This is an optimization exercise on Yosys and OpenROAD, whose aim is small area, a short achievable clock period and few clock cycles per item, not a production implementation.
The RTL was checked by simulation tests, not by an equivalence proof against the original design.
Power is estimated from default activity; no workload was simulated.

==> flow/design.v (excerpt) <==
module pratica3(clock, reset, instr_valid, instr, instr_ready, idle,
                R1, R2, R3, R4, R5, R6, R7);
For scale: roughly 2,000 cells after synthesis, ~190 flip-flops, ~130 I/O pins, about 0.016 mm² of cells after synthesis.
==> flow/config.mk <==
export PLATFORM = sky130hd
export DESIGN_NAME = pratica3
export DESIGN_NICKNAME = pratica3
export VERILOG_FILES = /design/flow/design.v
export SDC_FILE = /design/flow/constraint.sdc
export NUM_CORES = 4
export LEC_CHECK = 0
export CAP_MARGIN = 20
export CORE_MARGIN = 2
export CORE_UTILIZATION = 40
export SLEW_MARGIN = 20
==> flow/constraint.sdc <==
create_clock -name core_clock -period 33.0 [get_ports {clock}]
set_input_delay 6.6000 -clock core_clock [delete_from_list [all_inputs] [get_ports {clock}]]
set_output_delay 6.6000 -clock core_clock [all_outputs]
set_load 0.01 [all_outputs]
standard.sh (not shown) runs the stock make flow with config.mk's settings and CLKGATE_MAP_FILE= SYNTH_SCRIPT=/design/flow/synth_recipe.tcl, a recipe that flattens the netlist after the stock synthesis.
==> flow/flow/run.sh <==
#!/bin/bash
# The standard layout with three changes:
#  - ABC maps the logic with delay-targeted area recovery (map -D, then
#    buffering and gate sizing to the same target) instead of the default
#    speed script, which sizes every path for minimum delay;
#  - the port buffers are sky130_fd_sc_hd__buf_2 cells rather than the delay
#    buffers buffer_ports picks by default;
#  - the flow's own timing repair (after floorplan, CTS and global routing)
#    aims for 25.4 ns of setup slack, so it sizes the few long paths of the
#    area-mapped netlist up instead of leaving them as mapped.
# Synthesis is otherwise ORFS's (synth_recipe.tcl, unchanged), so the
# registers and their names are the standard synthesis's. The clock, the
# input and output delays and every other constraint are the standard flow's.
set -euo pipefail
work=$PWD
rm -rf "$work/scripts"
cp -r "$FLOW_HOME/scripts" "$work/scripts"
cp "$work/flow/abc_area.script" "$work/scripts/abc_area.script"
bash standard.sh SCRIPTS_DIR="$work/scripts" ABC_AREA=1 SETUP_SLACK_MARGIN=25.4 \
  BUFFER_PORTS_ARGS="-buffer_cell sky130_fd_sc_hd__buf_2" finish > standard.log 2>&1
==> flow/flow/abc_area.script <==
strash
dch
map -D 5000 -B 0.9
topo
stime -c
buffer -c
upsize -c -D 5000
dnsize -c -D 5000
Testbench counts at the start, summed over its fixed seeds: cycles 13,239, items 12,000.
Next try:
==> flow/flow/run.sh (replaced) <==
#!/bin/bash
# The standard layout with two changes:
#  - ABC maps the logic with delay-targeted area recovery (map -D, then
#    buffering and gate sizing to the same target) instead of the default
#    speed script, which sizes every path for minimum delay;
#  - the port buffers are sky130_fd_sc_hd__buf_2 cells rather than the delay
#    buffers buffer_ports picks by default.
# Synthesis is otherwise ORFS's (synth_recipe.tcl, unchanged), so the
# registers and their names are the standard synthesis's.
set -euo pipefail
work=$PWD
rm -rf "$work/scripts"
cp -r "$FLOW_HOME/scripts" "$work/scripts"
cp "$work/flow/abc_area.script" "$work/scripts/abc_area.script"
bash standard.sh SCRIPTS_DIR="$work/scripts" ABC_AREA=1 \
  BUFFER_PORTS_ARGS="-buffer_cell sky130_fd_sc_hd__buf_2" finish > standard.log 2>&1
CORE_UTILIZATION = 65   (was 40)
After rerunning:
- register-to-register slack loses 450 ps
- critical path depth stays the same
- combinational power drops by about 5%
- first-iteration DRC count climbs by about 12%
- clock-buffer cell count does not change
- cell count drops by about 11%
- total power drops by 3.3%

========
== before ==
pratica3, a different RTL version from the one above (not shown whole).
Size: roughly 2,100 cells after synthesis, roughly 190 flip-flops, ~130 I/O pins, about 16,000 um2 of cells after synthesis.
==> flow/config.mk <==
export PLATFORM = sky130hd
export DESIGN_NAME = pratica3
export DESIGN_NICKNAME = pratica3
export VERILOG_FILES = /design/flow/design.v
export SDC_FILE = /design/flow/constraint.sdc
export NUM_CORES = 4
export LEC_CHECK = 0
export CAP_MARGIN = 20
export CORE_MARGIN = 2
export CORE_UTILIZATION = 65
export SLEW_MARGIN = 20
export TNS_END_PERCENT = 0
==> flow/constraint.sdc <==
create_clock -name core_clock -period 33.0 [get_ports {clock}]
set_input_delay 6.6000 -clock core_clock [delete_from_list [all_inputs] [get_ports {clock}]]
set_output_delay 6.6000 -clock core_clock [all_outputs]
set_load 0.01 [all_outputs]
==> flow/flow/run.sh <==
#!/bin/bash
# The standard layout with three changes:
#  - ABC maps the logic with delay-targeted area recovery (map -D, then
#    buffering and gate sizing to the same target) instead of the default
#    speed script, which sizes every path for minimum delay;
#  - the port buffers are sky130_fd_sc_hd__buf_2 cells rather than the delay
#    buffers buffer_ports picks by default;
#  - the flow's own timing repair (after floorplan, CTS and global routing)
#    aims for 25.3 ns of setup slack on the worst path only
#    (TNS_END_PERCENT 0 in config.mk), so it sizes up the few cells of the
#    area-mapped netlist's longest path instead of leaving them as mapped.
# Synthesis is otherwise ORFS's (synth_recipe.tcl, unchanged), so the
# registers and their names are the standard synthesis's. The clock, the
# input and output delays and every other constraint are the standard flow's.
set -euo pipefail
work=$PWD
rm -rf "$work/scripts"
cp -r "$FLOW_HOME/scripts" "$work/scripts"
cp "$work/flow/abc_area.script" "$work/scripts/abc_area.script"
bash standard.sh SCRIPTS_DIR="$work/scripts" ABC_AREA=1 SETUP_SLACK_MARGIN=25.3 \
  BUFFER_PORTS_ARGS="-buffer_cell sky130_fd_sc_hd__buf_2" finish > standard.log 2>&1
Scripts as last shown in full above: flow/flow/abc_area.script
before: PASS, flow complete, no timing, DRC or antenna violations
Testbench counts of before, summed over its fixed seeds: cycles 12,917, items 12,000.
#### Input delta (after over before)
Settings: clearing TNS_END_PERCENT, which used to be 0; putting CTS_CLUSTER_DIAMETER at 300 where nothing was set; putting CTS_CLUSTER_SIZE at 100 where nothing was set.
==> flow/flow/run.sh <==
#!/bin/bash
# The standard layout with two changes:
#  - ABC maps the logic with delay-targeted area recovery (map -D, then
#    buffering and gate sizing to the same target) instead of the default
#    speed script, which sizes every path for minimum delay;
#  - the port buffers are sky130_fd_sc_hd__buf_2 cells rather than the delay
#    buffers buffer_ports picks by default.
# Synthesis is otherwise ORFS's (synth_recipe.tcl, unchanged), so the
# registers and their names are the standard synthesis's.
set -euo pipefail
work=$PWD
rm -rf "$work/scripts"
cp -r "$FLOW_HOME/scripts" "$work/scripts"
cp "$work/flow/abc_area.script" "$work/scripts/abc_area.script"
bash standard.sh SCRIPTS_DIR="$work/scripts" ABC_AREA=1 \
  BUFFER_PORTS_ARGS="-buffer_cell sky130_fd_sc_hd__buf_2" finish > standard.log 2>&1
## What came out
after went all the way through synthesis, placement and routing and the layout is clean on timing, DRC and antenna.
Changes observed in after relative to before: synthesis-to-finish area growth shrank by 0.20 points; path depth of the worst reg2reg path grew by 9; met2 wirelength from detailed routing held steady.

========
Another version of the RTL of pratica3 (not shown whole).
Size: roughly 190 flip-flops, ~130 I/O pins, roughly 17000 sq um of cells after synthesis.
clock: 33.0 ns
lec_check: 0
cap_margin: 20
core_margin: 2
core_utilization: 40
cts_buf_list: sky130_fd_sc_hd__clkbuf_8
cts_cluster_size: 40
slew_margin: 20
==> flow/flow/run.sh <==
#!/bin/bash
# The standard layout, except that the port buffers are sky130_fd_sc_hd__buf_2
# cells rather than the delay buffers buffer_ports picks by default.
set -euo pipefail
bash standard.sh BUFFER_PORTS_ARGS="-buffer_cell sky130_fd_sc_hd__buf_2" finish > standard.log 2>&1
Testbench counts at the start, summed over its fixed seeds: cycles 13,239, items 12,000.
Then changed:
==> flow/flow/run.sh (replaced) <==
#!/bin/bash
# The standard layout with two changes:
#  - ABC maps the logic with delay-targeted area recovery (map -D, then
#    buffering and gate sizing to the same target) instead of the default
#    speed script, which sizes every path for minimum delay;
#  - the port buffers are sky130_fd_sc_hd__buf_2 cells rather than the delay
#    buffers buffer_ports picks by default.
# Synthesis is otherwise ORFS's (synth_recipe.tcl, unchanged), so the
# registers and their names are the standard synthesis's.
set -euo pipefail
work=$PWD
rm -rf "$work/scripts"
cp -r "$FLOW_HOME/scripts" "$work/scripts"
cp "$work/flow/abc_area.script" "$work/scripts/abc_area.script"
bash standard.sh SCRIPTS_DIR="$work/scripts" ABC_AREA=1 \
  BUFFER_PORTS_ARGS="-buffer_cell sky130_fd_sc_hd__buf_2" finish > standard.log 2>&1
==> flow/flow/abc_area.script (new file) <==
strash
dch
map -D 5000 -B 0.9
topo
stime -c
buffer -c
upsize -c -D 5000
dnsize -c -D 5000
CTS_BUF_LIST = default   (was sky130_fd_sc_hd__clkbuf_8)
CTS_CLUSTER_SIZE = default   (was 40)
Result: The new run passed the timing, design-rule and antenna checks; total power decreases by 12%; count of clock-buffer cells in the layout stays the same; setup slack improved by 84 ps; final cell count climbs by 5.7%.
Then changed:
==> flow/flow/abc_area.script (replaced) <==
strash
dch
map -D 4500 -B 0.9
topo
stime -c
buffer -c
upsize -c -D 4500
dnsize -c -D 4500
Effect: Clock skew increases by 3.7 ps. Synthesized cell count came out higher by 3.2%. Power is higher by about 0.6%. Setup slack stays flat. Core utilization fell by 0.34 points. Fmax is about the same. Critical path depth stays the same. Routed wire length stays flat.
Then changed:
==> flow/flow/abc_area.script (replaced) <==
strash
dch
map -D 4000 -B 0.9
topo
stime -c
buffer -c
upsize -c -D 4000
dnsize -c -D 4000
Outcome:
- area after synthesis increases by 1.8%
- core utilization grows by 0.36 points
- power goes up by 5.1%
- non-clock buffer count falls by 7
- fmax hardly moves
- register-to-register slack gains 340 ps
- combinational power grows by about 5%
- worst setup slack loses 23 ps
Then changed:
==> flow/flow/run.sh (replaced) <==
#!/bin/bash
# The standard layout, except that the port buffers are sky130_fd_sc_hd__buf_2
# cells rather than the delay buffers buffer_ports picks by default.
set -euo pipefail
bash standard.sh BUFFER_PORTS_ARGS="-buffer_cell sky130_fd_sc_hd__buf_2" finish > standard.log 2>&1
removed: flow/flow/abc_area.script
Via count came out lower by 6.7%. Worst hold slack gets better by 7.1 ps. Routed wire length went down by 4.4%.

========
## run a
RTL: one of the versions met above, not the one the previous note started from.
Size in the first run: roughly 190 flip-flops, ~130 I/O pins, about 0.015 sq mm of cells after synthesis.
==> flow/config.mk <==
export PLATFORM = sky130hd
export DESIGN_NAME = pratica3
export DESIGN_NICKNAME = pratica3
export VERILOG_FILES = /design/flow/design.v
export SDC_FILE = /design/flow/constraint.sdc
export NUM_CORES = 4
export LEC_CHECK = 0
export CAP_MARGIN = 20
export CORE_MARGIN = 2
export CORE_UTILIZATION = 40
export SLEW_MARGIN = 20
==> flow/constraint.sdc <==
create_clock -name core_clock -period 33.0 [get_ports {clock}]
set_input_delay 6.6000 -clock core_clock [delete_from_list [all_inputs] [get_ports {clock}]]
set_output_delay 6.6000 -clock core_clock [all_outputs]
set_load 0.01 [all_outputs]
==> flow/flow/run.sh <==
#!/bin/bash
# The standard layout with three changes:
#  - Yosys leaves adders to ABC instead of mapping them onto full- and
#    half-adder cells first (ADDER_MAP_FILE empty: no extract_fa), so ABC
#    can optimise through them;
#  - ABC maps for area and then buffers and sizes gates against a delay
#    target (flow/abc_area.script) instead of the default speed script,
#    which sizes every path for minimum delay;
#  - the port buffers are sky130_fd_sc_hd__buf_2 cells rather than the delay
#    buffers buffer_ports picks by default.
# Synthesis is otherwise ORFS's (synth_recipe.tcl, unchanged), so the
# registers and their names are the standard synthesis's. The clock, the
# input and output delays and every other constraint are the standard flow's.
set -euo pipefail
work=$PWD
rm -rf "$work/scripts"
cp -r "$FLOW_HOME/scripts" "$work/scripts"
cp "$work/flow/abc_area.script" "$work/scripts/abc_area.script"
bash standard.sh SCRIPTS_DIR="$work/scripts" ABC_AREA=1 ADDER_MAP_FILE= \
  BUFFER_PORTS_ARGS="-buffer_cell sky130_fd_sc_hd__buf_2" finish > standard.log 2>&1
==> flow/flow/abc_area.script <==
strash
dch
map -a
topo
stime -c
buffer -c
upsize -c -D 5500
dnsize -c -D 5500
Run a ended with every stage complete and zero timing, DRC or antenna violations.
Testbench counts of run a, summed over its fixed seeds: cycles 13,239, items 12,000.
Modified inputs, run b compared to run a
==> flow/flow/run.sh <==
#!/bin/bash
# The standard layout with two changes:
#  - ABC maps the logic with delay-targeted area recovery (map -D, then
#    buffering and gate sizing to the same target) instead of the default
#    speed script, which sizes every path for minimum delay;
#  - the port buffers are sky130_fd_sc_hd__buf_2 cells rather than the delay
#    buffers buffer_ports picks by default.
# Synthesis is otherwise ORFS's (synth_recipe.tcl, unchanged), so the
# registers and their names are the standard synthesis's.
set -euo pipefail
work=$PWD
rm -rf "$work/scripts"
cp -r "$FLOW_HOME/scripts" "$work/scripts"
cp "$work/flow/abc_area.script" "$work/scripts/abc_area.script"
bash standard.sh SCRIPTS_DIR="$work/scripts" ABC_AREA=1 \
  BUFFER_PORTS_ARGS="-buffer_cell sky130_fd_sc_hd__buf_2" finish > standard.log 2>&1
==> flow/flow/abc_area.script <==
strash
dch
map -D 5000 -B 0.9
topo
stime -c
buffer -c
upsize -c -D 5000
dnsize -c -D 5000
Findings:
Re portion of total power attributed to the clock network: run a was lower than run b.
Power: run b draws more than run a
Area of the die: run b vs run a up about 1.1%
Taking run a as the reference, in run b fraction of standard cell area that is sequential moved down; power dissipated in combinational cells moved up.
Run a was smaller in final cell area than run b.
Taking run a as the reference point, the post-route minimum period of run b falls by 230 ps.
Summary: with run a as the reference, maximum number of pins on one net before global-route repair in run b moved up by a few percent.
End point of the critical path: cdb.banco.R7[15] -> run a, R1[1] -> run b

static timing again, ports no longer ideal:
The flow's constraints put no driver on any port. The routed layouts listed below were extracted and timed again, unchanged, in two steps.
Step 1 sets driving cells, clkbuf_16 on the clock port and buf_2 on the other inputs (assumed; they add their load-dependent delay and slew).
Step 2 adds t to the input delays and takes it off the output delays; t is the mean of the earliest and latest rising clock arrival at the registers after step 1. Input paths then give back, and output paths get back, about the clock's delay inside the block.
a / b / c = ideal / step 1 / step 2; a / b = the first two.
| run | t (ns) | slack for setup (ns) | worst hold slack (ns) | worst register clock-pin slew, ns | cell pins on the clock port's net |
|---|---|---|---|---|---|
| the first run of note 1 | 0.496 | 25.302 / 25.247 / 25.133 | 0.484 / 0.484 / 0.484 | 0.08 / 0.08 | 1 |
| the second run of note 1 | 0.500 | 25.298 / 25.250 / 24.997 | 0.482 / 0.482 / 0.482 | 0.09 / 0.09 | 1 |
| before | 0.497 | 25.274 / 25.221 / 25.100 | 0.479 / 0.479 / 0.479 | 0.08 / 0.08 | 1 |
| after | 0.497 | 25.277 / 25.226 / 25.105 | 0.479 / 0.479 / 0.479 | 0.09 / 0.09 | 1 |
| the first run of note 3 | 0.572 | 25.198 / 25.150 / 25.722 | 0.468 / 0.468 / 0.468 | 0.12 / 0.12 | 1 |
| the second run of note 3 | 0.514 | 25.283 / 25.228 / 25.315 | 0.451 / 0.451 / 0.451 | 0.08 / 0.08 | 1 |
| the third run of note 3 | 0.520 | 25.280 / 25.227 / 25.401 | 0.444 / 0.444 / 0.444 | 0.09 / 0.09 | 1 |
| the fourth run of note 3 | 0.540 | 25.257 / 25.200 / 25.737 | 0.456 / 0.456 / 0.456 | 0.09 / 0.09 | 1 |
| the fifth run of note 3 | 0.514 | 25.274 / 25.221 / 25.735 | 0.463 / 0.463 / 0.463 | 0.09 / 0.09 | 1 |
| run a | 0.517 | 25.084 / 25.084 / 25.084 | 0.474 / 0.474 / 0.474 | 0.09 / 0.09 | 1 |
| run b | 0.499 | 25.316 / 25.263 / 25.087 | 0.483 / 0.483 / 0.483 | 0.08 / 0.08 | 1 |
After both steps setup and hold are still met in every run listed. The setup slack of the second run of note 1, which loses most, moves by -0.048 ns with the drivers and by -0.301 ns with both steps.
